Context: an optimization exercise on an open-source flow, tuned for small area, a short achievable clock period and few clock cycles per item. The choices shown serve that exercise and are no tape-out recipe. RTL that was checked went through simulation tests only; none was proved equivalent to the original. The RTL of run 1 was laid out without a check of its function.

==> design.v <==
module mult(
 clk,
 rstx,
 mcand_is_signed,
 mlier_is_signed,
 start,
 mcand,
 mlier,
 prod,
 busy
);
parameter BW_CNT = 3,    
          BW_MCAND = 3,
          BW_MLIER = 4;
input                          clk;
input                          rstx;
input                          mcand_is_signed;
input                          mlier_is_signed;
input                          start;
input           [BW_MCAND-1:0] mcand;
input           [BW_MLIER-1:0] mlier;
output [BW_MCAND+BW_MLIER-1:0] prod;
output                         busy;
reg [BW_CNT-1:0] cnt;
wire cnt_eq_0 = (cnt == {BW_CNT{1'b0}});
always @(posedge clk or negedge rstx)
  if (~rstx)         cnt <= {BW_CNT{1'b0}};
  else if (start)    cnt <= BW_MLIER;
  else if (cnt_eq_0) cnt <= {BW_CNT{1'b0}};
  else               cnt <= cnt - {{(BW_CNT-1){1'b0}}, 1'd1};
wire cnt_eq_1 = (cnt == {{(BW_CNT-1){1'b0}}, 1'd1});
assign busy = ~cnt_eq_0;
wire last_stage_1 = cnt_eq_1 & mlier_is_signed;
reg [BW_MCAND+BW_MLIER-1:0] prod;
wire [BW_MCAND-1:0] prod1 = (prod[0] ? mcand : {BW_MCAND{1'b0}});
wire [BW_MCAND:0] sum = {   cnt_eq_1
                          ? mcand_is_signed | mlier_is_signed
                          : 1'b0
                        , prod[BW_MCAND+BW_MLIER-1:BW_MLIER] }
                      + { 1'b0
                        ,   {BW_MCAND{last_stage_1}}
                          ^ { prod1[BW_MCAND-1] ^ mcand_is_signed
                            , prod1[BW_MCAND-2:0] } }
                      + {{BW_MCAND{1'b0}}, last_stage_1};
always @(posedge clk or negedge rstx)
  if (~rstx)          prod <= {(BW_MCAND+BW_MLIER){1'b0}};
  else if (start)     prod <= {mcand_is_signed, {(BW_MCAND-1){1'b0}}, mlier};
  else if (~cnt_eq_0) prod <= {sum, prod[BW_MLIER-1:1]};
endmodule
module cordic_sqrt_seq (
 input         rstx,
 input         clk,
 input         start,
 input  [15:0] din,
 output        busy,
 output [15:0] dout
);
reg  [4:0] cnt;
wire [4:0] ncnt = start ? 5'd1 :
                  ((cnt == 5'd17) || (cnt == 5'd0)) ? 5'd0 : cnt + 5'd1;
always @(posedge clk or negedge rstx)
  if (!rstx) cnt <= 5'd0;
  else       cnt <= ncnt;
assign busy = (cnt != 5'd0);
reg [7:0] selx_n;   
reg [7:0] sely_n;   
reg       mm_n;     
reg       cord_n;   
reg       yx_n;     
always @(*) begin
  sely_n = 8'b00000001;
  case (ncnt)
  5'd1: sely_n = 8'b00000001;
  5'd2: sely_n = 8'b00000010;
  5'd3: sely_n = 8'b00000100;
  5'd4: sely_n = 8'b00001000;
  5'd5: sely_n = 8'b00001000;
  5'd6: sely_n = 8'b00010000;
  5'd7: sely_n = 8'b00100000;
  5'd8: sely_n = 8'b01000000;
  5'd9: sely_n = 8'b10000000;
  default: sely_n = 8'b00000001;
  endcase
  mm_n = 1'b0;
  case (ncnt)
  5'd10: begin selx_n = 8'b00000001; mm_n = 1'b0; end
  5'd11: begin selx_n = 8'b00000100; mm_n = 1'b1; end
  5'd12: begin selx_n = 8'b00001000; mm_n = 1'b1; end
  5'd13: begin selx_n = 8'b00000100; mm_n = 1'b0; end
  5'd14: begin selx_n = 8'b00000010; mm_n = 1'b0; end
  5'd15: begin selx_n = 8'b00000010; mm_n = 1'b1; end
  5'd16: begin selx_n = 8'b00000010; mm_n = 1'b1; end
  5'd17: begin selx_n = 8'b00000010; mm_n = 1'b0; end
  default: selx_n = sely_n;
  endcase
  cord_n = (ncnt != 5'd0) && (ncnt <= 5'd9);
  yx_n   = (ncnt >= 5'd9);
end
reg [7:0] selx, sely;
reg       mm, cord, yx;
always @(posedge clk) begin
  selx <= selx_n;
  sely <= sely_n;
  mm   <= mm_n;
  cord <= cord_n;
  yx   <= yx_n;
end
reg  [20:0] X;
reg  [20:0] Y;
wire        yneg = Y[20];
wire [28:0] yext = {{8{Y[20]}}, Y};
wire [28:0] xext = {8'd0, X};
reg  [20:0] ysh, xsh;
integer i, k;
always @(*) begin
  for (i = 0; i < 21; i = i + 1) begin
    ysh[i] = 1'b0;
    xsh[i] = 1'b0;
    for (k = 0; k < 8; k = k + 1) begin
      ysh[i] = ysh[i] | (selx[k] & yext[i + k + 1]);
      xsh[i] = xsh[i] | (sely[k] & xext[i + k + 1]);
    end
  end
end
wire        mx   = cord ? ~yneg : mm;
wire        cx   = cord & ~yneg;
wire        my   = ~yneg;
wire [20:0] xsum, ysum;
pfx_add #(.W(21)) u_xadd (.a(X), .b(ysh ^ {21{mx}}), .ci(cx), .s(xsum));
pfx_add #(.W(21)) u_yadd (.a(Y), .b(xsh ^ {21{my}}), .ci(my), .s(ysum));
always @(posedge clk)
  if (start) begin
    X <= {{1'b0, din} + 17'h02000, 4'd0};
    Y <= {{1'b0, din} - 17'h02000, 4'd0};
  end else if (busy) begin
    if (cord) X <= xsum;
    Y <= yx ? xsum : ysum;
  end
assign dout = Y[19:4] + {15'd0, Y[3]};
endmodule
module pfx_add #(parameter W = 21) (
 input  [W-1:0] a,
 input  [W-1:0] b,
 input          ci,
 output [W-1:0] s
);
wire [W-1:0] p0 = a ^ b;
reg  [W:0]   g, p, gn, pn;
integer i, d;
always @(*) begin
  g = {a & b, ci};
  p = {p0, 1'b0};
  for (d = 1; d < W + 1; d = d * 2) begin
    gn = g;
    pn = p;
    for (i = d; i < W + 1; i = i + 1) begin
      gn[i] = g[i] | (p[i] & g[i - d]);
      pn[i] = p[i] & p[i - d];
    end
    g = gn;
    p = pn;
  end
end
assign s = p0 ^ g[W-1:0];
endmodule
==> run.sh <==
#!/bin/bash
# synth_recipe.tcl (not shown) runs the flow's synth.tcl, then flattens the netlist and writes it again
# the make line also repeats each setting of config.mk as NAME=value (left out here)
make -C /OpenROAD-flow-scripts/flow DESIGN_CONFIG=/design/flow/config.mk WORK_HOME=/design/flow/orfs CLKGATE_MAP_FILE= SYNTH_SCRIPT=/design/flow/synth_recipe.tcl finish
==> config.mk <==
export PLATFORM = sky130hd
export DESIGN_NAME = cordic_sqrt_seq
export DESIGN_NICKNAME = cordic_sqrt_seq
export VERILOG_FILES = /design/flow/design.v
export SDC_FILE = /design/flow/constraint.sdc
export NUM_CORES = 4
export LEC_CHECK = 0
export CAP_MARGIN = 20
export CORE_MARGIN = 2
export CORE_UTILIZATION = 40
export SLEW_MARGIN = 20
==> constraint.sdc <==
create_clock -name core_clock -period 6.0 [get_ports {clk}]
set_input_delay 1.2000 -clock core_clock [delete_from_list [all_inputs] [get_ports {clk}]]
set_output_delay 1.2000 -clock core_clock [all_outputs]
set_load 0.01 [all_outputs]
==> impl_metrics.py, run 1 <==
metrics = {
    "timing": {
        "fin_skew_ps": 7.41,
        "finalHoldViolCount": 0,
        "timing.fmax_mhz": 233,
        "rsz0062_at_grt": "no",
        "worst_pin_slew_ps": 959,
        "tns_ps": 0,
        "max_slew_margin_pct": 34.7,
        "maxSlewViolCount": 0,
        "period_needed_ps": 4300,
        "period_share_pct": 71.6,
        "hold_slack_ps": 521,
        "setup_violations": 0,
    },
    "route": {
        "wire_per_inst_um": 21.9,
        "drt_wl_total_mm": 22.8,
        "viasPerCell": 6.40,
        "drtAntennaViolNets": 0,
        "drtPass1Iterations": 6,
        "drc": 0,
        "num_vias": 6651,
        "first_iter_violations": 675,
    },
    "cts": {
        "clock_path_buffers": 2,
        "cts_buffers": 9,
        "clkTransAtPathRegs_ps": 60,
        "root_buffer": "clkbuf_16",
        "cts_tree": "built",
        "hold_buffers": 0,
        "clk_latency_ps": 340,
        "cts-resized-gates": 0,
        "cts-htree-levels": 3,
        "cts_setup_buffers": 0,
        "cts.sinks": 66,
    },
    "synthesis": {
        "async_reset_ff_share_pct": 7.58,
        "syn_nets": 904,
        "ys_seq_area_share_pct": 24.9,
        "ys_ff_latch": 66,
        "ys_types": 70,
        "yosysTopAreaCell": "edfxtp_1",
        "avgSynthCellArea_um2": 8.11,
        "synth_most_common_cell": "a22oi_1",
        "netlist_area_um2": 6770,
        "synthTopCellsByArea": "edfxtp_1, a22oi_1, ha_1",
        "synthTopCellsByCount": "a22oi_1, nand2_1, xnor2_1",
        "ys.flop_type": "edfxtp_1",
        "synth_top_area_share_pct": 15.1,
        "ys_warn_count": 2,
        "synth_cells": 835,
        "synth-edff-count": 34,
    },
    "setup_path": {
        "crit_type": "reg -> reg",
        "r2r-start": "cord",
        "path_cells": "mux2i_4 > xnor2_1 > ha_1 > nor2b_1 > o31a_1 > o21ai_2 > a211oi_1 > or3_1 > a21o_1 > a311oi_1 > xor2_1 > o221ai_1",
        "start_kind": "register",
        "critPathRequiredTime_ps": 6060,
        "crit_path_max_incr_delay_ps": 870,
        "crit_fanout": 20,
        "crit_path_end_kind": "register",
        "arrival_ps": 4360,
        "crit_path_start": "cord",
        "cp_slowest_cell": "mux2i_4",
    },
    "finish": {
        "num_antenna_cells": 0,
        "regArea_um2": 1690,
        "fin_util_pct": 45.1,
        "drive_above_1_share_pct": 5.12,
        "syn_to_final_growth_pct": 10.4,
        "layout.cells.non_filler": 1040,
        "n_fill_cell": 1700,
        "nets": 884,
        "multi_input_area_um2": 4730,
    },
    "hold_path": {
        "worstHoldPathType": "reg -> reg",
        "min_from": "X[1]",
    },
    "die": {
        "io_pins": 36,
        "rows": 47,
        "fp.coreArea_um2": 16600,
        "initial_core_util_pct": 40.8,
        "die_h_um": 134,
        "die_w_um": 134,
        "dieArea_um2": 18000,
    },
    "grt": {
        "grtUsageTotal_pct": 25.5,
        "antenna_found_initial": 0,
        "grt_max_degree": 28,
        "grt_pass1_vias": 6394,
        "gr-total-overflow": 0,
        "grt_pass1_wl_mm": 35.7,
    },
    "placement": {
        "numPlacedInstances": 1024,
        "place_congestion": 0.943,
        "dp_hpwl_mm": 16.6,
        "io_buffer_count": 35,
    },
    "flow_run": {
        "drv_cap": 0,
    },
    "status": {
        "status": "complete, no violations",
    },
}
## metal layers
metal  track usage (%)  share of wire [%]  vias to the layer above
li1                  -                  -                     3131
met1              36.5                 45                     3199
met2              40.2                 45                      302
met3              3.33                8.2                       19
met4              7.66                1.5                        0
met5                 0                  0                        -
## cell families after synthesis
family                     Yosys count  synth area share [%]
xor gates and xnor gates            95                  12.4
DFF                                 66                  24.9
and+or+nand+nor                    238                  16.9
buffers and inverters               92                  5.38
muxes                                6                 0.906
AOI/OAI and AO/OA                  288                  30.1
adders and majority gates           50                  9.35
## path summary, 6_finish.rpt
kind	endpoint	slack [ps]	cells past startpoint
worst max-delay path	Y[15]	1700	12
worst min-delay path	X[1]	520	2
worst max register to register	Y[15]	1700	12
worst min register to register	X[1]	520	2
max in group asynchronous	cnt[3]	4670	1
min in group asynchronous	cnt[2]	1110	1
## registers in the layout, indices dropped and copies added (netlist names)
signal  count
yx          1
selx        8
sely        8
cnt         5
Y          21
X          21
mm          1
cord        1
## layout make-up
cell class | instances | share of cell area (%)
timing repair buffer | 42 | 5.39
inverter | 19 | 0.954
sequential | 66 | 22.6
clock buffer | 12 | 3.72
clock inverter | 4 | 0.385
multi-input combinational | 677 | 63.3
tap | 220 | 3.68
## worst max-delay path: cells and delay by family (launching register included)
kind	cells	cell delay, ps
AO/OA/AOI/OAI	6	1280
AND/OR/NAND/NOR	2	540
XOR/XNOR	2	390
multiplexers	1	870
adder cells (fa/ha/maj)	1	360
flip-flops	1	560
## metrics by stage
stage	setup WS, ps	cell area [um^2]
after detailed placement	1730	7170
after global routing	1430	7470
after CTS	1700	7470
final	1700	7470
after global placement	1770	7170
after floorplan	1840	6770
## cells in the final DEF (no fill, tap or decap), drive strengths merged, types with 6 or more instances in the layout
cell	instances
a21oi	38
nand4	28
a22oi	118
nand3	24
a21o	11
inv	21
dfxtp	27
clkdlybuf4s50	35
clkbuf	12
o211ai	7
o21ai	46
nor2	48
nor3	22
o21a	7
xor2	27
and2	7
ha	49
xnor2	68
edfxtp	34
nand2	73
a22o	6
buf	7
and3	10
==> run 2, diff against run 1 <==
--- a/design.v
+++ b/design.v
@@ -109,3 +109,2 @@
 reg  [20:0] Y;
-wire        yneg = Y[20];
 wire [28:0] yext = {{8{Y[20]}}, Y};
@@ -124,5 +123,3 @@
 end
-wire        mx   = cord ? ~yneg : mm;
-wire        cx   = cord & ~yneg;
-wire        my   = ~yneg;
+reg         mx, cx, my;
 wire [20:0] xsum, ysum;
@@ -130,6 +127,14 @@
 pfx_add #(.W(21)) u_yadd (.a(Y), .b(xsh ^ {21{my}}), .ci(my), .s(ysum));
+wire [20:0] x0 = {{1'b0, din} + 17'h02000, 4'd0};
+wire [20:0] y0 = {{1'b0, din} - 17'h02000, 4'd0};
+wire        ny_pos = start ? ~y0[20] : busy ? ~(yx ? xsum[20] : ysum[20]) : ~Y[20];
+always @(posedge clk) begin
+  mx <= cord_n ? ny_pos : mm_n;
+  cx <= cord_n & ny_pos;
+  my <= ny_pos;
+end
 always @(posedge clk)
   if (start) begin
-    X <= {{1'b0, din} + 17'h02000, 4'd0};
-    Y <= {{1'b0, din} - 17'h02000, 4'd0};
+    X <= x0;
+    Y <= y0;
   end else if (busy) begin
--- a/config.mk
+++ b/config.mk
@@ -9,3 +9,4 @@
 export CORE_MARGIN = 2
-export CORE_UTILIZATION = 40
+export CORE_UTILIZATION = 60
+export SETUP_SLACK_MARGIN = 3.0
 export SLEW_MARGIN = 20
==> impl_metrics.py, run 2 <==
metrics = {
    "route": {
        "viasPerCell": 7.35,
        "drtAntennaViolNets": 0,
        "num_vias": 8186,
        "drc": 0,
        "drt_wl_total_mm": 27.8,
        "wire_per_inst_um": 24.9,
        "drtPass1Iterations": 8,
        "first_iter_violations": 1258,
    },
    "flow_run": {
        "drv_cap": 0,
    },
    "synthesis": {
        "ys_warn_count": 2,
        "yosys.area_share.simple_pct": 15.9,
        "synth_compound_area_share_pct": 31.3,
        "avgSynthCellArea_um2": 8.15,
        "syn_nets": 917,
        "ys_seq_area_share_pct": 24.9,
        "synth_fa_ha_area_share_pct": 8.78,
        "synthTopCellsByArea": "edfxtp_1, a22oi_1, ha_1",
        "synth_top_family_by_area": "compound AO/OA/AOI/OAI gates",
        "yosysTopAreaCell": "edfxtp_1",
        "synth_mux_area_share_pct": 1.32,
        "netlist_area_um2": 6930,
        "synth_top_area_share_pct": 14.7,
        "synth_most_common_cell": "a22oi_1",
        "ys.flop_type": "edfxtp_1",
        "ys_ff_latch": 68,
        "ys_types": 68,
        "synth_cells": 850,
        "synthXorXnorAreaFrac_pct": 12.3,
        "synthTopCellsByCount": "a22oi_1, nand2_1, clkbuf_1",
        "async_reset_ff_share_pct": 7.35,
        "synth-edff-count": 34,
    },
    "grt": {
        "antenna_found_initial": 0,
        "grt_max_degree": 25,
        "grt_pass1_wl_mm": 39.4,
        "grtUsageTotal_pct": 39.9,
        "gr-total-overflow": 0,
        "grt_pass1_vias": 7354,
    },
    "timing": {
        "tns_ps": 0,
        "finalHoldViolCount": 0,
        "timing.fmax_mhz": 268,
        "hold_slack_ps": 503,
        "fin_ws_ps": 2270,
        "max_slew_margin_pct": 45.9,
        "worst_pin_slew_ps": 811,
        "period_share_pct": 62.2,
        "period_needed_ps": 3730,
        "setup_violations": 0,
        "maxSlewViolCount": 0,
        "rsz0062_at_grt": "yes",
        "fin_skew_ps": 10.7,
    },
    "setup_path": {
        "reg2reg_to": "Y[18]",
        "cp_slowest_cell": "edfxtp_1",
        "start_kind": "register",
        "reg2reg_depth": 15,
        "crit_path_max_incr_delay_ps": 540,
        "r2r_slack_ps": 2270,
        "crit_fanout": 7,
        "r2r-start": "Y[10]",
        "crit_type": "reg -> reg",
        "path_cells": "buf_6 > a22oi_2 > nand4_1 > xor2_1 > ha_1 > o21ai_4 > nor4_2 > nor2_1 > buf_4 > o21ai_4 > a31oi_4 > o21bai_1 > a21oi_2 > xnor2_2 > a221o_1",
        "critPathRequiredTime_ps": 6100,
        "crit_path_end_kind": "register",
        "crit_path_frequent_cell": "o21ai_4",
        "critical_path_buf_inv_count": 2,
        "cp_top_family": "compound AO/OA/AOI/OAI gates",
        "arrival_ps": 3830,
    },
    "finish": {
        "nets": 1033,
        "reg_top3": "X: 21 flops, Y: 21 flops",
        "syn_to_final_growth_pct": 33.8,
        "drive_above_1_share_pct": 31.1,
        "n_fill_cell": 682,
        "final_common_cell": "buf_4",
        "final_cell_mix": "buf_4, a22oi_1, nand2_1",
        "num_antenna_cells": 0,
    },
    "die": {
        "fp.coreArea_um2": 11300,
        "initial_core_util_pct": 61.2,
        "io_pins": 36,
        "dieArea_um2": 12400,
        "die_w_um": 111,
        "die_h_um": 111,
        "rows": 39,
    },
    "hold_path": {
        "min_from": "Y[0]",
        "worstHoldPathCells": 2,
        "worstHoldPathType": "reg -> reg",
        "min_to": "Y[0]",
    },
    "placement": {
        "dp_hpwl_mm": 16.4,
        "dp_slack_ps": 1780,
        "io_buffer_count": 35,
        "place_congestion": 0.977,
    },
    "cts": {
        "clk_latency_ps": 350,
        "clock_path_buffers": 2,
        "hold_buffers": 0,
        "cts_buffers": 9,
        "cts-htree-levels": 3,
        "cts.sinks": 68,
        "clkTransAtPathRegs_ps": 60,
        "root_buffer": "clkbuf_16",
        "cts_tree": "built",
    },
    "status": {
        "status": "complete, no violations",
    },
}
run 2: layout make-up:
class	instances	area (um^2)	area share, %
multi-input combinational	684	5490	59.2
sequential	68	1750	18.9
timing repair buffer	182	1490	16.0
clock buffer	14	275	2.97
tap	143	179	1.93
inverter	21	81.3	0.878
clock inverter	2	10.0	0.108
run 2: worst max-delay path by stage:
stage,start,to,cells past startpoint
after CTS,Y[6],Y[19],14
after floorplan,Y[19],Y[18],15
final,Y[10],Y[18],15
after global routing,Y[10],Y[12],16
after detailed placement,start,selx[3],5
after global placement,start,selx[3],5
run 2: cell families after synthesis:
group           Yosys count
flops                    68
mux                       9
xor+xnor                 97
simple gates            224
compound gates          306
fa+ha+maj                48
buf+inv                  98
run 2: stage by stage:
stage	instance area (um^2)	util, %	std cells
finish	9270	81.9	1114
global route	9270	81.9	1114
CTS	8590	75.9	1074
detailed placement	7210	63.6	954
global placement	7210	63.6	954
floorplan	7070	-	850
run 2: metal layers:
layer,part of all wire (%),global-route usage [%],vias to the layer above
met3,9.7,8.06,205
met5,0,0,-
met4,9.6,28.2,0
met2,46,64.8,698
li1,-,-,3451
met1,35,47.5,3832
run 2: worst min-delay path: cells and delay by family, from the launching register on:
kind | cells | cell delay, ps
DFF | 1 | 330
AOI/OAI and AO/OA | 1 | 50
and+or+nand+nor | 1 | 70
run 2: what timing repair did:
| item | CTS | global route |
|---|---|---|
| pin swaps | 51 | 71 |
| setup endpoints to repair | 95 | 64 |
| buffers inserted | 104 | 40 |
| resized for setup | 124 | 105 |
Testbench counts of run 2, summed over its fixed seeds: cycles 144,000, items 8,000.
==> run 3, diff against run 2 <==
--- a/config.mk
+++ b/config.mk
@@ -10,3 +10,2 @@
 export CORE_UTILIZATION = 60
-export SETUP_SLACK_MARGIN = 3.0
 export SLEW_MARGIN = 20
==> impl_metrics.py, run 3 <==
metrics = {
    "status": {
        "status": "complete, no violations",
    },
    "synthesis": {
        "ys_seq_area_share_pct": 24.9,
        "avgSynthCellArea_um2": 8.15,
        "synthTopCellsByArea": "edfxtp_1, a22oi_1, ha_1",
        "synth_cells": 850,
        "ys.flop_type": "edfxtp_1",
        "yosysTopAreaCell": "edfxtp_1",
        "ys_ff_latch": 68,
        "syn_nets": 917,
        "synthTopCellsByCount": "a22oi_1, nand2_1, clkbuf_1",
        "synth-edff-count": 34,
        "synth_most_common_cell": "a22oi_1",
        "async_reset_ff_share_pct": 7.35,
        "synth_top_area_share_pct": 14.7,
        "ys_types": 68,
        "ys_warn_count": 2,
        "netlist_area_um2": 6930,
    },
    "grt": {
        "grt_pass1_wl_mm": 35.3,
        "grt_max_degree": 29,
        "grt_pass1_vias": 6660,
        "gr-total-overflow": 0,
        "antenna_found_initial": 0,
        "grtUsageTotal_pct": 35.3,
    },
    "cts": {
        "cts_buffers": 9,
        "clkTransAtPathRegs_ps": 60,
        "clock_path_buffers": 2,
        "root_buffer": "clkbuf_16",
        "clk_latency_ps": 350,
        "cts-htree-levels": 3,
        "hold_buffers": 0,
        "cts.sinks": 68,
        "cts_setup_buffers": 0,
        "cts-resized-gates": 0,
        "cts_tree": "built",
    },
    "timing": {
        "finalHoldViolCount": 0,
        "setup_violations": 0,
        "period_share_pct": 66.3,
        "rsz0062_at_grt": "no",
        "fin_skew_ps": 8.91,
        "max_slew_margin_pct": 43.4,
        "worst_pin_slew_ps": 847,
        "maxSlewViolCount": 0,
        "timing.fmax_mhz": 252,
        "period_needed_ps": 3980,
        "tns_ps": 0,
    },
    "die": {
        "die_w_um": 111,
        "rows": 39,
        "die_h_um": 111,
        "initial_core_util_pct": 61.2,
        "io_pins": 36,
        "dieArea_um2": 12400,
        "fp.coreArea_um2": 11300,
    },
    "finish": {
        "syn_to_final_growth_pct": 8.11,
        "final_cell_mix": "a22oi_1, nand2_1, xor2_1",
        "layout.cells.non_filler": 970,
        "fin_area_um2": 7490,
        "final_common_cell": "a22oi_1",
        "num_antenna_cells": 0,
        "n_fill_cell": 986,
        "nets": 889,
        "drive_above_1_share_pct": 3.99,
        "reg_top3": "X: 21 flops, Y: 21 flops",
    },
    "setup_path": {
        "crit_type": "reg -> reg",
        "reg2reg_depth": 14,
        "critPathRequiredTime_ps": 6080,
        "crit_path_end_kind": "register",
        "arrival_ps": 4060,
        "crit_fanout": 20,
        "start_kind": "register",
    },
    "hold_path": {
        "worstHoldPathCells": 2,
        "worstHoldPathType": "reg -> reg",
    },
    "route": {
        "drtPass1Iterations": 6,
        "num_vias": 6939,
        "viasPerCell": 7.15,
        "drc": 0,
        "wire_per_inst_um": 22.6,
        "drt_wl_total_mm": 21.9,
        "drtAntennaViolNets": 0,
        "first_iter_violations": 1119,
    },
    "placement": {
        "dp_hpwl_mm": 16.6,
        "io_buffer_count": 35,
        "dpl_cell_area_um2": 7170,
        "place_congestion": 1.00,
        "numPlacedInstances": 954,
    },
    "flow_run": {
        "drv_cap": 0,
    },
}
## run 3: per-stage QoR
step                hold slack, ps  util, %  setup WS [ps]
floorplan                      449        -           2370
finish                         496     66.2           2020
CTS                            498     66.2           2100
global route                   528     66.2           1730
detailed placement             488     63.4           2100
global placement               477     63.4           2220
## run 3: worst max-delay path: stages (launching register included)
cell,delay (ps)
dfxtp_1,830
a22oi_1,200
nand4_1,130
xor2_1,220
inv_1,80
fa_1,440
nor2b_4,130
o31a_2,160
nor4_2,50
o31ai_2,460
o21ai_2,170
a31oi_4,200
mux2i_1,110
a2111oi_2,390
o211ai_1,150
## run 3: path summary, 6_finish.rpt
kind	start	endpoint	slack, ps
worst min register to register	Y[0]	Y[0]	500
worst min-delay path	Y[0]	Y[0]	500
worst max register to register	selx[1]	Y[19]	2020
worst max-delay path	selx[1]	Y[19]	2020
min in group asynchronous	rstx	cnt[2]	1070
max in group asynchronous	rstx	cnt[1]	4740
## run 3: cells by family (layout without fill, tap and decap cells)
kind of cell / Yosys count / count (layout) / synth area share [%]
and+or+nand+nor: 224 / 224 / 15.9
adders and majority gates: 48 / 48 / 8.78
AOI/OAI and AO/OA: 306 / 306 / 31.3
buffers and inverters: 98 / 75 / 5.54
DFF: 68 / 68 / 24.9
xor gates and xnor gates: 97 / 97 / 12.3
muxes: 9 / 9 / 1.32
## run 3: metal layers
metal | global-route usage (%) | vias up | wire (um)
met2 | 60.0 | 391 | 10600
met4 | 16.4 | 0 | 898
met1 | 44.6 | 3306 | 8820
met3 | 4.90 | 64 | 1670
li1 | - | 3178 | -
met5 | 0 | - | 0
## run 3: layout make-up
class / instances / area, um^2 / share of cell area [%]
clock buffer: 9 / 225 / 3.01
clock inverter: 7 / 90.1 / 1.20
inverter: 21 / 78.8 / 1.05
multi-input combinational: 684 / 4820 / 64.3
sequential: 68 / 1730 / 23.1
tap: 143 / 179 / 2.39
timing repair buffer: 38 / 373 / 4.98
==> run 4, diff against run 3 <==
--- a/config.mk
+++ b/config.mk
@@ -9,3 +9,5 @@
 export CORE_MARGIN = 2
-export CORE_UTILIZATION = 60
+export CORE_UTILIZATION = 70
+export PLACE_DENSITY = 0.8
+export SETUP_SLACK_MARGIN = 3.5
 export SLEW_MARGIN = 20
==> impl_metrics.py, run 4 <==
metrics = {
    "synthesis": {
        "yosysTopAreaCell": "edfxtp_1",
        "ys_ff_latch": 68,
        "netlist_area_um2": 6930,
        "ys_types": 68,
        "synth_most_common_cell": "a22oi_1",
        "ys_seq_area_share_pct": 24.9,
        "ys.flop_type": "edfxtp_1",
        "synth_top_area_share_pct": 14.7,
        "synth-edff-count": 34,
        "ys_warn_count": 2,
        "avgSynthCellArea_um2": 8.15,
        "synthTopCellsByCount": "a22oi_1, nand2_1, clkbuf_1",
        "syn_nets": 917,
        "async_reset_ff_share_pct": 7.35,
        "synthTopCellsByArea": "edfxtp_1, a22oi_1, ha_1",
        "synth_cells": 850,
    },
    "timing": {
        "endpoint_type": "register data pin",
        "worst_endpoint": "Y[19]$_DFFE_PP_/D",
    },
    "status": {
        "error_line": "[ERROR DPL-0038] Utilization greater than 100%, impossible to legalize",
        "stop_stage": "global routing",
        "status": "aborted with a tool error",
    },
    "die": {
        "rows": 36,
        "die_w_um": 103,
        "initial_core_util_pct": 71.5,
        "die_h_um": 103,
        "io_pins": 36,
    },
    "placement": {
        "dp_hpwl_mm": 16.4,
        "io_buffer_count": 35,
        "numPlacedInstances": 943,
        "place_congestion": 1.07,
        "dp_slack_ps": 2160,
    },
    "cts": {
        "cts_buffers": 9,
        "cts-htree-levels": 3,
        "root_buffer": "clkbuf_8",
        "cts.sinks": 68,
        "hold_buffers": 0,
        "clock_path_buffers": 2,
    },
    "grt": {
        "grt_max_degree": 24,
    },
}
==> run 4: worst max path at each step <==
stage / from / slack, ps / end / cells after the start
3_5_place_dp: selx[1] / 2160 / Y[19] / 14
2_1_floorplan: Y[19] / 2880 / Y[18] / 15
3_3_place_gp: mx / 2300 / Y[19] / 11
4_1_cts: Y[6] / 2470 / Y[19] / 15
==> run 4: through the flow <==
step,hold WS (ps),instance area (um^2)
CTS,492,8950
detailed placement,482,7300
global placement,473,7300
floorplan,448,7250
==> run 4: what timing repair did <==
action                                  4_1_cts
gates resized for setup                     197
pin swaps                                    67
buffers inserted                            123
endpoints found under the setup margin      114
cloned                                        1
==> run 4: cells by family after synthesis <==
logic type / count (synthesis) / synth area share, %
XOR/XNOR: 97 / 12.3
multiplexers: 9 / 1.32
buffers and inverters: 98 / 5.54
AO/OA/AOI/OAI: 306 / 31.3
AND/OR/NAND/NOR: 224 / 15.9
flip-flops: 68 / 24.9
adder cells (fa/ha/maj): 48 / 8.78
==> run 5, diff against run 4 <==
--- a/config.mk
+++ b/config.mk
@@ -9,5 +9,3 @@
 export CORE_MARGIN = 2
-export CORE_UTILIZATION = 70
-export PLACE_DENSITY = 0.8
-export SETUP_SLACK_MARGIN = 3.5
-export SLEW_MARGIN = 20
+export CORE_UTILIZATION = 40
+export SLEW_MARGIN = 70
==> impl_metrics.py, run 5 <==
metrics = {
    "cts": {
        "cts-htree-levels": 3,
        "hold_buffers": 0,
        "root_buffer": "clkbuf_16",
        "cts_tree": "built",
        "clock_path_buffers": 2,
        "cts_buffers": 9,
        "clkTransAtPathRegs_ps": 60,
        "cts.sinks": 68,
        "cts-resized-gates": 0,
        "cts_setup_buffers": 0,
        "clk_latency_ps": 350,
    },
    "setup_path": {
        "reg2reg_to": "X[19]",
        "r2r_slack_ps": 2210,
        "critPathRequiredTime_ps": 4800,
        "reg2reg_depth": 14,
        "crit_fanout": 6,
        "r2r-start": "Y[9]",
        "crit_path_end_kind": "output port",
        "crit_type": "reg -> out",
        "arrival_ps": 2700,
        "start_kind": "register",
    },
    "finish": {
        "reg_top3": "X: 21 flops, Y: 21 flops",
        "n_fill_cell": 1704,
        "layout.cells.non_filler": 1078,
        "syn_to_final_growth_pct": 13.9,
        "num_antenna_cells": 0,
        "nets": 915,
        "final_cell_mix": "a22oi_1, nand2_1, xor2_1",
        "drive_above_1_share_pct": 10.8,
        "final_common_cell": "a22oi_1",
    },
    "die": {
        "io_pins": 36,
        "die_h_um": 136,
        "die_w_um": 136,
        "dieArea_um2": 18400,
        "initial_core_util_pct": 40.5,
        "fp.coreArea_um2": 17100,
        "rows": 48,
    },
    "synthesis": {
        "syn_nets": 917,
        "synth_top_area_share_pct": 14.7,
        "ys_seq_area_share_pct": 24.9,
        "synth_compound_area_share_pct": 31.3,
        "synth_mux_area_share_pct": 1.32,
        "yosys.area_share.simple_pct": 15.9,
        "synthTopCellsByArea": "edfxtp_1, a22oi_1, ha_1",
        "ys.flop_type": "edfxtp_1",
        "synth_most_common_cell": "a22oi_1",
        "avgSynthCellArea_um2": 8.15,
        "netlist_area_um2": 6930,
        "synth-edff-count": 34,
        "synth_cells": 850,
        "synth_top_family_by_area": "compound AO/OA/AOI/OAI gates",
        "synthXorXnorAreaFrac_pct": 12.3,
        "ys_types": 68,
        "ys_ff_latch": 68,
        "yosysTopAreaCell": "edfxtp_1",
        "ys_warn_count": 2,
        "synthTopCellsByCount": "a22oi_1, nand2_1, clkbuf_1",
        "synth_fa_ha_area_share_pct": 8.78,
        "async_reset_ff_share_pct": 7.35,
    },
    "timing": {
        "period_share_pct": 65.1,
        "setup_violations": 0,
        "worst_pin_slew_ps": 435,
        "hold_slack_ps": 501,
        "rsz0062_at_grt": "no",
        "tns_ps": 0,
        "period_needed_ps": 3900,
        "finalHoldViolCount": 0,
        "maxSlewViolCount": 0,
        "fin_skew_ps": 9.74,
        "max_slew_margin_pct": 71.0,
        "timing.fmax_mhz": 256,
    },
    "route": {
        "first_iter_violations": 748,
        "wire_per_inst_um": 20.5,
        "drtAntennaViolNets": 0,
        "drc": 0,
        "num_vias": 6795,
        "drtPass1Iterations": 8,
        "viasPerCell": 6.30,
        "drt_wl_total_mm": 22.1,
    },
    "placement": {
        "dp_hpwl_mm": 16.7,
        "place_congestion": 0.905,
        "io_buffer_count": 35,
        "numPlacedInstances": 1052,
    },
    "status": {
        "status": "complete, no violations",
    },
    "hold_path": {
        "min_from": "Y[0]",
        "worstHoldPathType": "reg -> reg",
        "min_to": "Y[0]",
        "worstHoldPathCells": 2,
    },
    "grt": {
        "antenna_found_initial": 0,
        "grt_pass1_wl_mm": 34.7,
        "grt_max_degree": 29,
        "grt_pass1_vias": 6230,
        "gr-total-overflow": 0,
        "grtUsageTotal_pct": 24.4,
    },
    "flow_run": {
        "drv_cap": 0,
    },
}
-- run 5: metal layers --
layer / track usage (%) / part of all wire, % / vias up
met5: 0 / 0 / -
met2: 38.8 / 47 / 321
met4: 7.99 / 2.2 / 0
met3: 4.12 / 6.5 / 31
met1: 33.6 / 45 / 3219
li1: - / - / 3224
-- run 5: layout make-up --
type                       instances  area, um^2  share of cell area, %
clock inverter                     6         113                   1.43
sequential                        68        1750                   22.2
timing repair buffer              64         536                   6.79
multi-input combinational        684        4900                   62.1
inverter                          21        82.6                   1.05
tap                              225         282                   3.57
clock buffer                      10         229                   2.90
-- run 5: cells by family (layout without fill, tap and decap cells) --
group,after synthesis,after routing
DFF,68,68
xor gates and xnor gates,97,97
AOI/OAI and AO/OA,306,306
adders and majority gates,48,48
buffers and inverters,98,101
muxes,9,9
and+or+nand+nor,224,224
-- run 5: worst max-delay path: stages, from the launching register on --
cell and delay [ps]:
edfxtp_1 520, buf_2 240, and3_1 190, and3_1 240, nand2_1 80, nor2_1 240, nand3_1 130, xnor2_1 150
clkdlybuf4s50_1 560
-- run 5: worst max-delay path by stage --
| stage | startpoint | endpoint | slack (ps) | cells after the start |
|---|---|---|---|---|
| after floorplan | mx | Y[19] | 2370 | 13 |
| after global placement | start | mx | 2130 | 7 |
| after detailed placement | start | selx[6] | 2220 | 7 |
| after CTS | Y[8] | dout[15] | 2130 | 8 |
| after global routing | Y[8] | dout[15] | 1880 | 8 |
| final | Y[8] | dout[15] | 2100 | 8 |
-- run 5: stage by stage --
stage	utilization [%]	area (um^2)	worst slack [ps]
4_1_cts	45.5	7780	2130
3_3_place_gp	42.5	7280	2130
3_5_place_dp	43.5	7440	2220
2_1_floorplan	-	6930	2370
5_1_grt	46.1	7890	1880
6_report	46.1	7890	2100
==> run 6, diff against run 5 <==
--- a/config.mk
+++ b/config.mk
@@ -7,5 +7,6 @@
 export LEC_CHECK = 0
-export CAP_MARGIN = 20
+export CAP_MARGIN = 60
 export CORE_MARGIN = 2
 export CORE_UTILIZATION = 40
-export SLEW_MARGIN = 70
+export SETUP_SLACK_MARGIN = 2.0
+export SLEW_MARGIN = 75
==> impl_metrics.py, run 6 <==
metrics = {
    "placement": {
        "io_buffer_count": 35,
        "numPlacedInstances": 1086,
        "place_congestion": 0.905,
        "dp_hpwl_mm": 17.1,
    },
    "route": {
        "first_iter_violations": 811,
        "wire_per_inst_um": 20.3,
        "viasPerCell": 6.28,
        "drt_wl_total_mm": 22.4,
        "num_vias": 6916,
        "drc": 0,
        "drtAntennaViolNets": 0,
        "drtPass1Iterations": 8,
    },
    "timing": {
        "worst_pin_slew_ps": 360,
        "period_needed_ps": 3800,
        "period_share_pct": 63.3,
        "rsz0062_at_grt": "no",
        "tns_ps": 0,
        "maxSlewViolCount": 0,
        "finalHoldViolCount": 0,
        "timing.fmax_mhz": 263,
        "fin_skew_ps": 9.40,
        "max_slew_margin_pct": 75.9,
        "setup_violations": 0,
    },
    "grt": {
        "grt_pass1_vias": 6283,
        "grt_pass1_wl_mm": 34.5,
        "antenna_found_initial": 0,
        "grtUsageTotal_pct": 24.3,
        "grt_max_degree": 29,
        "gr-total-overflow": 0,
    },
    "synthesis": {
        "ys.flop_type": "edfxtp_1",
        "synth-edff-count": 34,
        "synth_cells": 850,
        "synth_most_common_cell": "a22oi_1",
        "syn_nets": 917,
        "synthTopCellsByCount": "a22oi_1, nand2_1, clkbuf_1",
        "ys_warn_count": 2,
        "ys_ff_latch": 68,
        "yosysTopAreaCell": "edfxtp_1",
        "synthTopCellsByArea": "edfxtp_1, a22oi_1, ha_1",
        "synth_top_area_share_pct": 14.7,
        "async_reset_ff_share_pct": 7.35,
        "avgSynthCellArea_um2": 8.15,
        "ys_seq_area_share_pct": 24.9,
        "netlist_area_um2": 6930,
        "ys_types": 68,
    },
    "setup_path": {
        "critPathRequiredTime_ps": 4800,
        "crit_fanout": 6,
        "cp_slowest_cell": "clkdlybuf4s50_1",
        "start_kind": "register",
        "crit_type": "reg -> out",
        "r2r-start": "X[13]",
        "arrival_ps": 2600,
        "crit_path_end_kind": "output port",
        "crit_path_start": "Y[8]",
        "crit_path_max_incr_delay_ps": 560,
        "path_cells": "buf_2 > buf_2 > and3_1 > and3_1 > nand2_1 > nor2_4 > nand3_1 > xnor2_1 > clkdlybuf4s50_1",
    },
    "cts": {
        "cts_buffers": 9,
        "cts.sinks": 68,
        "root_buffer": "clkbuf_16",
        "cts_tree": "built",
        "clock_path_buffers": 2,
        "clk_latency_ps": 350,
        "clkTransAtPathRegs_ps": 60,
        "hold_buffers": 0,
        "cts-htree-levels": 3,
    },
    "finish": {
        "final_common_cell": "a22oi_1",
        "fin_util_pct": 47.3,
        "nets": 939,
        "layout.cells.non_filler": 1102,
        "drive_above_1_share_pct": 14.5,
        "num_antenna_cells": 0,
        "reg_top3": "X: 21 flops, Y: 21 flops",
        "final_cell_mix": "a22oi_1, nand2_1, xor2_1",
        "syn_to_final_growth_pct": 17.0,
        "n_fill_cell": 1685,
    },
    "die": {
        "fp.coreArea_um2": 17100,
        "rows": 48,
        "dieArea_um2": 18400,
        "io_pins": 36,
        "die_w_um": 136,
        "die_h_um": 136,
        "initial_core_util_pct": 40.5,
    },
    "hold_path": {
        "min_from": "Y[0]",
        "worstHoldPathType": "reg -> reg",
    },
    "flow_run": {
        "drv_cap": 0,
    },
    "status": {
        "status": "complete, no violations",
    },
}
[run 6: changes by cell type in the layout (fill, tap and decap cells not counted), moves of 3 or more]
| cell | delta |
|---|---|
| buf_2 | +34 |
| buf_4 | -4 |
| clkbuf_4 | -7 |
| clkinv_2 | -3 |
| dfrtp_1 | -3 |
| dfrtp_2 | +3 |
| dfxtp_2 | -9 |
| dfxtp_4 | +9 |
[run 6: worst max-delay path: cells and delay by family (launching register included)]
family / cells / cell delay (ps)
and+or+nand+nor: 5 / 780
buffers and inverters: 3 / 950
xor gates and xnor gates: 1 / 150
DFF: 1 / 370
[run 6: timing repair]
| item | 4_1_cts | 5_1_grt |
|---|---|---|
| buffers inserted | 0 | 0 |
| endpoints found under the setup margin | 0 | 3 |
| endpoints found under the hold margin | 0 | 0 |
| gates resized for setup | 0 | 2 |
[run 6: per-stage QoR]
stage                     hold slack [ps]  setup slack (ps)  instance area [um^2]
after floorplan                       449              2370                  6930
after global placement                492              2130                  7280
after detailed placement              492              2210                  7670
after CTS                             501              2100                  7990
after global routing                  529              2010                  8100
final                                 490              2200                  8100
[run 6: logic make-up after synthesis]
logic type / after synthesis / synth area share (%)
adder cells (fa/ha/maj): 48 / 8.78
AO/OA/AOI/OAI: 306 / 31.3
multiplexers: 9 / 1.32
XOR/XNOR: 97 / 12.3
buffers and inverters: 98 / 5.54
flip-flops: 68 / 24.9
AND/OR/NAND/NOR: 224 / 15.9
[run 6: final timing paths]
check                           end  depth (start not counted)  slack [ps]
setup / recovery           dout[15]                          9        2200
hold / removal                 Y[0]                          2         490
setup reg to reg              Y[19]                         15        2230
hold reg to reg                Y[0]                          2         490
max in group asynchronous    cnt[4]                          1        4750
min in group asynchronous    cnt[0]                          1        1060
[run 6: cell type report]
class                           count  area [um^2]  share of cell area (%)
Multi-Input combinational cell    684         5010                    61.8
Sequential cell                    68         1780                    21.9
Timing Repair Buffer               88          627                    7.74
Tap cell                          225          282                    3.47
Clock buffer                       10          239                    2.95
Clock inverter                      6         87.6                    1.08
Inverter                           21         85.1                    1.05
[run 6: metal layers]
metal / GRT usage, % / vias up / wire [um]
met2: 37.6 / 336 / 10300
met4: 10.2 / 0 / 745
met1: 33.3 / 3267 / 9560
li1: - / 3271 / -
met3: 4.64 / 42 / 1730
met5: 0 / - / 0
==> run 7, diff against run 6 <==
--- a/design.v
+++ b/design.v
@@ -99,3 +99,3 @@
 reg [7:0] selx, sely;
-reg       mm, cord, yx;
+reg       cord, yx, rnd;
 always @(posedge clk) begin
@@ -103,5 +103,5 @@
   sely <= sely_n;
-  mm   <= mm_n;
   cord <= cord_n;
   yx   <= yx_n;
+  rnd  <= (ncnt == 5'd11);
 end
@@ -122,2 +122,3 @@
   end
+  ysh[18] = ysh[18] | rnd;
 end
@@ -143,3 +144,3 @@
   end
-assign dout = Y[19:4] + {15'd0, Y[3]};
+assign dout = Y[19:4];
 endmodule
--- a/config.mk
+++ b/config.mk
@@ -7,6 +7,5 @@
 export LEC_CHECK = 0
-export CAP_MARGIN = 60
+export CAP_MARGIN = 20
 export CORE_MARGIN = 2
 export CORE_UTILIZATION = 40
-export SETUP_SLACK_MARGIN = 2.0
-export SLEW_MARGIN = 75
+export SLEW_MARGIN = 20
==> impl_metrics.py, run 7 <==
metrics = {
    "synthesis": {
        "synth_most_common_cell": "a22oi_1",
        "yosysTopAreaCell": "edfxtp_1",
        "ys_ff_latch": 69,
        "ys_warn_count": 2,
        "synthTopCellsByCount": "a22oi_1, nand2_1, xor2_1",
        "netlist_area_um2": 6750,
        "ys.flop_type": "edfxtp_1",
        "ys_seq_area_share_pct": 25.9,
        "syn_nets": 884,
        "synth_top_area_share_pct": 15.1,
        "synth_cells": 819,
        "synthTopCellsByArea": "edfxtp_1, a22oi_1, dfxtp_1",
        "avgSynthCellArea_um2": 8.24,
        "synth-edff-count": 34,
        "async_reset_ff_share_pct": 7.25,
        "ys_types": 69,
    },
    "cts": {
        "root_buffer": "clkbuf_16",
        "cts-resized-gates": 0,
        "clkTransAtPathRegs_ps": 60,
        "cts-htree-levels": 3,
        "cts_tree": "built",
        "cts.sinks": 69,
        "cts_buffers": 9,
        "clk_latency_ps": 350,
        "hold_buffers": 0,
        "cts_setup_buffers": 0,
        "clock_path_buffers": 2,
    },
    "die": {
        "io_pins": 36,
        "die_w_um": 134,
        "fp.coreArea_um2": 16500,
        "initial_core_util_pct": 40.9,
        "dieArea_um2": 17900,
        "rows": 47,
        "die_h_um": 134,
    },
    "route": {
        "drc": 0,
        "first_iter_violations": 949,
        "drt_wl_total_mm": 22.3,
        "drtPass1Iterations": 6,
        "viasPerCell": 6.61,
        "wire_per_inst_um": 22.1,
        "num_vias": 6680,
        "drtAntennaViolNets": 0,
    },
    "timing": {
        "rsz0062_at_grt": "no",
        "period_share_pct": 68.2,
        "hold_slack_ps": 494,
        "fin_skew_ps": 7.61,
        "period_needed_ps": 4090,
        "finalHoldViolCount": 0,
        "worst_pin_slew_ps": 827,
        "max_slew_margin_pct": 44.7,
        "timing.fmax_mhz": 245,
        "tns_ps": 0,
        "maxSlewViolCount": 0,
        "setup_violations": 0,
        "fin_ws_ps": 1910,
    },
    "finish": {
        "n_fill_cell": 1619,
        "drive_above_1_share_pct": 4.68,
        "syn_to_final_growth_pct": 8.49,
        "final_common_cell": "a22oi_1",
        "nets": 850,
        "num_antenna_cells": 0,
        "fin_area_um2": 7320,
        "multi_input_area_um2": 4560,
        "final_cell_mix": "a22oi_1, nand2_1, xor2_1",
        "regArea_um2": 1750,
        "reg_top3": "X: 21 flops, Y: 21 flops",
    },
    "setup_path": {
        "crit_type": "reg -> reg",
        "crit_path_max_incr_delay_ps": 850,
        "crit_path_frequent_cell": "xor2_1",
        "crit_fanout": 20,
        "critical_path_buf_inv_count": 0,
        "critPathRequiredTime_ps": 6070,
        "cp_top_family": "compound AO/OA/AOI/OAI gates",
        "start_kind": "register",
        "cp_slowest_cell": "dfxtp_1",
        "path_cells": "a22oi_1 > nand4_1 > xor2_1 > ha_1 > o21a_1 > o21ai_0 > a21oi_1 > a2111oi_2 > a211oi_1 > o22ai_1 > xor2_1 > o211ai_1",
        "arrival_ps": 4160,
        "crit_path_end_kind": "register",
    },
    "placement": {
        "place_congestion": 0.943,
        "dpl_cell_area_um2": 7030,
        "dp_hpwl_mm": 16.7,
        "io_buffer_count": 35,
        "dp_slack_ps": 2000,
    },
    "status": {
        "status": "complete, no violations",
    },
    "grt": {
        "grtUsageTotal_pct": 24.2,
        "grt_max_degree": 25,
        "grt_pass1_wl_mm": 33.8,
        "gr-total-overflow": 0,
        "grt_pass1_vias": 6088,
        "antenna_found_initial": 0,
    },
    "flow_run": {
        "drv_cap": 0,
    },
    "hold_path": {
        "worstHoldPathType": "reg -> reg",
    },
}
## run 7: cell count changes in the layout (fill, tap and decap cells not counted), moves of 6 or more
cell / delta
dfxtp_1: +19
dfxtp_4: -9
nand3_1: -12
xor2_1: +7
dfxtp_2: -9
nor2_1: +6
buf_2: -47
a21oi_1: +11
xnor2_1: -14
nand2_1: -7
## run 7: tightest hold or removal path, stage by stage (launching register included)
cell and delay [ps]:
dfxtp_1 330, nand2_1 70, a21oi_1 50
## run 7: final cells by class
class | instances | area share (%)
multi-input cells | 647 | 62.2
repair buffers | 39 | 5.19
well taps | 220 | 3.76
inverters | 19 | 0.974
clock buffers | 11 | 3.47
clock inverters | 5 | 0.530
flip-flops and latches | 69 | 23.9
## run 7: cell families (layout without fill, tap and decap cells)
family / Yosys count / after routing / synth area share (%)
compound gates: 314 / 314 / 32.6
xor+xnor: 88 / 88 / 11.6
fa+ha+maj: 46 / 46 / 8.64
buf+inv: 103 / 74 / 6.63
flops: 69 / 69 / 25.9
mux: 5 / 5 / 0.760
simple gates: 194 / 194 / 13.9
## run 7: stage by stage
step	instances	utilization, %
after floorplan	819	-
final	1010	44.3
after CTS	1010	44.3
after global routing	1010	44.3
after detailed placement	994	42.5
after global placement	994	42.5
## run 7: final timing paths
path,from,depth (start not counted),slack (ps),endpoint
setup / recovery,selx[0],12,1910,Y[18]
hold / removal,Y[0],2,490,Y[0]
setup reg to reg,selx[0],12,1910,Y[18]
hold reg to reg,Y[0],2,490,Y[0]
max in group asynchronous,rstx,1,4750,cnt[0]
min in group asynchronous,rstx,1,1070,cnt[1]
## run 7: routing by layer
metal	vias up	track usage [%]	share of wire, %
met2	390	40.9	48
met4	0	8.69	3.3
met5	-	0	0
li1	3049	-	-
met3	42	4.38	7.7
met1	3199	30.9	41
Testbench counts of run 7, summed over its fixed seeds: cycles 144,000, items 8,000.
==> run 8, diff against run 7 <==
--- a/config.mk
+++ b/config.mk
@@ -10,2 +10,3 @@
 export CORE_UTILIZATION = 40
+export SETUP_SLACK_MARGIN = 2.3
 export SLEW_MARGIN = 20
==> impl_metrics.py, run 8 <==
metrics = {
    "cts": {
        "clkTransAtPathRegs_ps": 60,
        "clock_path_buffers": 2,
        "cts-htree-levels": 3,
        "cts_buffers": 9,
        "cts.sinks": 69,
        "cts_tree": "built",
        "root_buffer": "clkbuf_16",
        "clk_latency_ps": 350,
    },
    "route": {
        "num_vias": 6884,
        "drtAntennaViolNets": 0,
        "first_iter_violations": 877,
        "drc": 0,
        "drtPass1Iterations": 7,
        "drt_wl_total_mm": 23.1,
        "viasPerCell": 6.56,
        "wire_per_inst_um": 22.0,
    },
    "synthesis": {
        "yosysTopAreaCell": "edfxtp_1",
        "synthTopCellsByCount": "a22oi_1, nand2_1, xor2_1",
        "syn_nets": 884,
        "async_reset_ff_share_pct": 7.25,
        "ys_warn_count": 2,
        "netlist_area_um2": 6750,
        "avgSynthCellArea_um2": 8.24,
        "synthTopCellsByArea": "edfxtp_1, a22oi_1, dfxtp_1",
        "synth_top_area_share_pct": 15.1,
        "synth_most_common_cell": "a22oi_1",
        "ys_ff_latch": 69,
        "ys.flop_type": "edfxtp_1",
        "ys_types": 69,
        "ys_seq_area_share_pct": 25.9,
        "synth_cells": 819,
        "synth-edff-count": 34,
    },
    "finish": {
        "fin_util_pct": 46.7,
        "nets": 890,
        "num_antenna_cells": 0,
        "final_common_cell": "a22oi_1",
        "drive_above_1_share_pct": 12.3,
        "multi_input_area_um2": 4620,
        "reg_top3": "X: 21 flops, Y: 21 flops",
        "layout.cells.non_filler": 1050,
        "syn_to_final_growth_pct": 14.3,
        "n_fill_cell": 1598,
        "final_cell_mix": "a22oi_1, nand2_1, xor2_1",
        "regArea_um2": 1770,
    },
    "timing": {
        "setup_violations": 0,
        "worst_pin_slew_ps": 843,
        "period_needed_ps": 3650,
        "timing.fmax_mhz": 274,
        "max_slew_margin_pct": 43.7,
        "finalHoldViolCount": 0,
        "period_share_pct": 60.8,
        "tns_ps": 0,
        "maxSlewViolCount": 0,
        "rsz0062_at_grt": "yes",
        "fin_skew_ps": 6.82,
    },
    "placement": {
        "place_congestion": 0.943,
        "dp_hpwl_mm": 16.7,
        "numPlacedInstances": 994,
        "io_buffer_count": 35,
    },
    "die": {
        "fp.coreArea_um2": 16500,
        "io_pins": 36,
        "rows": 47,
        "initial_core_util_pct": 40.9,
        "die_w_um": 134,
        "dieArea_um2": 17900,
        "die_h_um": 134,
    },
    "setup_path": {
        "reg2reg_depth": 11,
        "critPathRequiredTime_ps": 6080,
        "crit_type": "reg -> reg",
        "start_kind": "register",
        "crit_fanout": 9,
        "arrival_ps": 3720,
        "r2r-start": "X[8]",
        "crit_path_end_kind": "register",
        "crit_path_start": "X[8]",
    },
    "grt": {
        "met2_usage_pct": 41.5,
        "use_met1_pct": 31.6,
        "grt_pass1_wl_mm": 34.2,
        "met3_usage_pct": 4.31,
        "antenna_found_initial": 0,
        "top_usage_layer": "met2",
        "grt_pass1_vias": 6123,
        "grtUsageTotal_pct": 24.5,
        "gr-total-overflow": 0,
        "grt_max_degree": 25,
    },
    "hold_path": {
        "min_from": "Y[0]",
        "worstHoldPathType": "reg -> reg",
        "worstHoldPathCells": 2,
    },
    "status": {
        "status": "complete, no violations",
    },
    "flow_run": {
        "drv_cap": 0,
    },
}
==> run 8: cell type report <==
type | instances | share of cell area [%]
Multi-Input combinational cell | 647 | 59.9
Clock buffer | 11 | 3.29
Timing Repair Buffer | 79 | 8.82
Inverter | 19 | 0.924
Sequential cell | 69 | 23.0
Tap cell | 220 | 3.57
Clock inverter | 5 | 0.503
==> run 8: stage by stage <==
stage / hold WS, ps / setup slack (ps) / area [um^2]
3_3_place_gp: 492 / 2060 / 7030
6_report: 492 / 2350 / 7710
5_1_grt: 535 / 2180 / 7710
4_1_cts: 494 / 2300 / 7410
3_5_place_dp: 486 / 2000 / 7030
2_1_floorplan: 459 / 2310 / 6750
==> run 8: cells by family after synthesis <==
family / count (synthesis) / synth area share, %
AOI/OAI and AO/OA: 314 / 32.6
and+or+nand+nor: 194 / 13.9
buffers and inverters: 103 / 6.63
xor gates and xnor gates: 88 / 11.6
DFF: 69 / 25.9
adders and majority gates: 46 / 8.64
muxes: 5 / 0.760
==> run 8: path summary, 6_finish.rpt <==
check | to | slack (ps)
max in group asynchronous | cnt[0] | 4750
min in group asynchronous | cnt[2] | 1070
worst min register to register | Y[0] | 490
worst max register to register | Y[20] | 2350
worst max-delay path | Y[20] | 2350
worst min-delay path | Y[0] | 490
==> run 8: timing repair <==
item,CTS,global route
hold buffers,0,0
gates resized for setup,10,25
setup buffers,9,31
setup endpoints to repair,13,19
pin swaps,0,7
==> run 8: critical path, stage by stage (launching register included) <==
cell       delay (ps)
edfxtp_1          580
a22oi_1           310
nand4_1           230
xor2_1            200
ha_1              320
a21o_1            140
nand4_1           140
a2111oi_0         630
o31a_1            200
a211oi_1           60
mux2i_1           140
or3b_4            420
==> run 8: routing by layer <==
layer	share of wire, %	wire, um	up-vias
li1	-	-	3127
met1	41	9360	3307
met2	48	11200	394
met3	7.5	1730	56
met4	3.6	820	0
met5	0	0	-
==> run 9, diff against run 8 <==
--- a/config.mk
+++ b/config.mk
@@ -7,2 +7,3 @@
 export LEC_CHECK = 0
+export ABC_AREA = 1
 export CAP_MARGIN = 20
@@ -10,3 +11,2 @@
 export CORE_UTILIZATION = 40
-export SETUP_SLACK_MARGIN = 2.3
 export SLEW_MARGIN = 20
==> impl_metrics.py, run 9 <==
metrics = {
    "setup_path": {
        "arrival_ps": 3960,
        "start_kind": "register",
        "crit_path_end_kind": "register",
        "crit_type": "reg -> reg",
        "critPathRequiredTime_ps": 6080,
        "crit_fanout": 14,
        "r2r_slack_ps": 2120,
    },
    "timing": {
        "max_slew_margin_pct": 36.7,
        "tns_ps": 0,
        "rsz0062_at_grt": "no",
        "worst_pin_slew_ps": 949,
        "setup_violations": 0,
        "period_needed_ps": 3880,
        "finalHoldViolCount": 0,
        "fin_skew_ps": 6.61,
        "fin_ws_ps": 2120,
        "maxSlewViolCount": 0,
        "timing.fmax_mhz": 258,
        "period_share_pct": 64.7,
    },
    "cts": {
        "clock_path_buffers": 2,
        "cts_setup_buffers": 0,
        "cts-resized-gates": 0,
        "cts.sinks": 69,
        "cts-htree-levels": 3,
        "clkTransAtPathRegs_ps": 60,
        "cts_buffers": 9,
        "hold_buffers": 0,
        "clk_latency_ps": 340,
        "root_buffer": "clkbuf_16",
        "cts_tree": "built",
    },
    "synthesis": {
        "netlist_area_um2": 7750,
        "ys_seq_area_share_pct": 22.5,
        "ys.flop_type": "edfxtp_1",
        "synthTopCellsByCount": "nand2_1, inv_1, nor2_1",
        "synth_top_area_share_pct": 18.1,
        "ys_ff_latch": 69,
        "ys_types": 58,
        "synth-edff-count": 34,
        "synth_most_common_cell": "nand2_1",
        "yosysTopAreaCell": "nand2_1",
        "synthTopCellsByArea": "nand2_1, edfxtp_1, dfxtp_1",
        "syn_nets": 1278,
        "synth_cells": 1213,
        "avgSynthCellArea_um2": 6.39,
        "ys_warn_count": 2,
        "async_reset_ff_share_pct": 7.25,
    },
    "placement": {
        "io_buffer_count": 35,
        "numPlacedInstances": 1447,
        "dp_slack_ps": 2030,
        "place_congestion": 1.01,
        "dp_hpwl_mm": 23.4,
        "dpl_cell_area_um2": 8130,
    },
    "route": {
        "drtAntennaViolNets": 0,
        "drt_wl_total_mm": 30.2,
        "drc": 0,
        "first_iter_violations": 1297,
        "num_vias": 8515,
        "viasPerCell": 5.82,
        "wire_per_inst_um": 20.6,
        "drtPass1Iterations": 8,
    },
    "flow_run": {
        "drv_cap": 0,
    },
    "die": {
        "fp.coreArea_um2": 18800,
        "die_h_um": 143,
        "rows": 50,
        "initial_core_util_pct": 41.1,
        "die_w_um": 143,
        "dieArea_um2": 20500,
        "io_pins": 36,
    },
    "finish": {
        "reg_top3": "X: 21 flops, Y: 21 flops",
        "n_fill_cell": 2005,
        "num_antenna_cells": 0,
        "final_common_cell": "nand2_1",
        "fin_util_pct": 44.6,
        "syn_to_final_growth_pct": 8.43,
        "fin_area_um2": 8400,
        "drive_above_1_share_pct": 3.99,
        "layout.cells.non_filler": 1463,
        "final_cell_mix": "nand2_1, inv_1, nor2_1",
        "nets": 1263,
    },
    "grt": {
        "use_met1_pct": 40.5,
        "top_usage_layer": "met2",
        "grt_pass1_vias": 8011,
        "grt_max_degree": 24,
        "met3_usage_pct": 4.83,
        "grt_pass1_wl_mm": 45.9,
        "met2_usage_pct": 46.7,
        "antenna_found_initial": 0,
        "gr-total-overflow": 0,
        "grtUsageTotal_pct": 29.9,
    },
    "hold_path": {
        "worstHoldPathType": "reg -> reg",
    },
    "status": {
        "status": "complete, no violations",
    },
}
## run 9: layout make-up
class,count,area (um^2),area share [%]
clock buffers,11,243,2.89
clock inverters,5,32.5,0.387
inverters,147,554,6.60
multi-input cells,933,5130,61.0
flip-flops and latches,69,1750,20.8
well taps,260,325,3.87
repair buffers,38,373,4.44
## run 9: cells by family after synthesis
group | synth area share, %
buf+inv | 11.3
simple gates | 33.9
compound gates | 18.1
xor+xnor | 6.67
flops | 22.5
fa+ha+maj | 7.53
## run 9: final timing paths
check / startpoint / endpoint / cells past startpoint
worst max-delay path: selx[0] / Y[13] / 19
worst min-delay path: X[1] / X[1] / 2
worst max register to register: selx[0] / Y[13] / 19
worst min register to register: X[1] / X[1] / 2
max in group asynchronous: rstx / cnt[3] / 1
min in group asynchronous: rstx / cnt[1] / 1
## run 9: through the flow
step | hold slack [ps]
6_report | 527
2_1_floorplan | 468
3_5_place_dp | 522
5_1_grt | 552
3_3_place_gp | 527
4_1_cts | 530
## run 9: per-layer routing
metal	up-vias	wire [um]
met5	-	0
met4	0	1460
met3	94	2880
met2	543	13300
met1	3858	12500
li1	4020	-
## run 9: worst max-delay path, cell delays in order, from the launching register on
cell and delay [ps]:
dfxtp_1 750, inv_1 330, o21ai_0 230, a221oi_1 60
o21ai_0 120, a21oi_1 80, nand3_1 160, xor2_1 190
ha_1 340, nand3_1 120, nand2_1 140, a21boi_1 290
nand3b_1 180, nand2_1 60, nand2_1 50, nand2_1 130
o21ai_0 190, inv_1 60, nand2_1 60, nand2_1 80

[afterwards: timing with drivers on the ports]
The results above use ideal ports. As a check the final layouts listed here were re-extracted and re-timed, cells and wires unchanged.
Step 1, drivers: a clkbuf_16 drives clk and a buf_2 each remaining input, both assumed.
Step 2 also shifts input and output timing later by t, the mid clock arrival at the registers, as if the neighbouring blocks saw the same clock.
Slacks: ideal / step 1 / step 2; pairs: ideal / step 1.
run	shift t [ns]	slack for setup (ns)	pins driven straight from the clock port
run 1	0.381	1.704 / 1.704 / 1.704	1
run 2	0.380	2.266 / 2.266 / 2.266	1
run 3	0.380	2.025 / 2.025 / 2.025	1
run 5	0.381	2.096 / 2.057 / 2.208	1
run 6	0.390	2.205 / 2.161 / 2.229	1
run 7	0.388	1.910 / 1.910 / 1.910	1
run 8	0.391	2.354 / 2.354 / 2.258	1
run 9	0.377	2.120 / 2.120 / 1.972	1
After both steps every run listed still meets setup and hold. The setup slack of run 9, which loses most, moves by 0.000 ns with the drivers and by -0.148 ns with both steps.
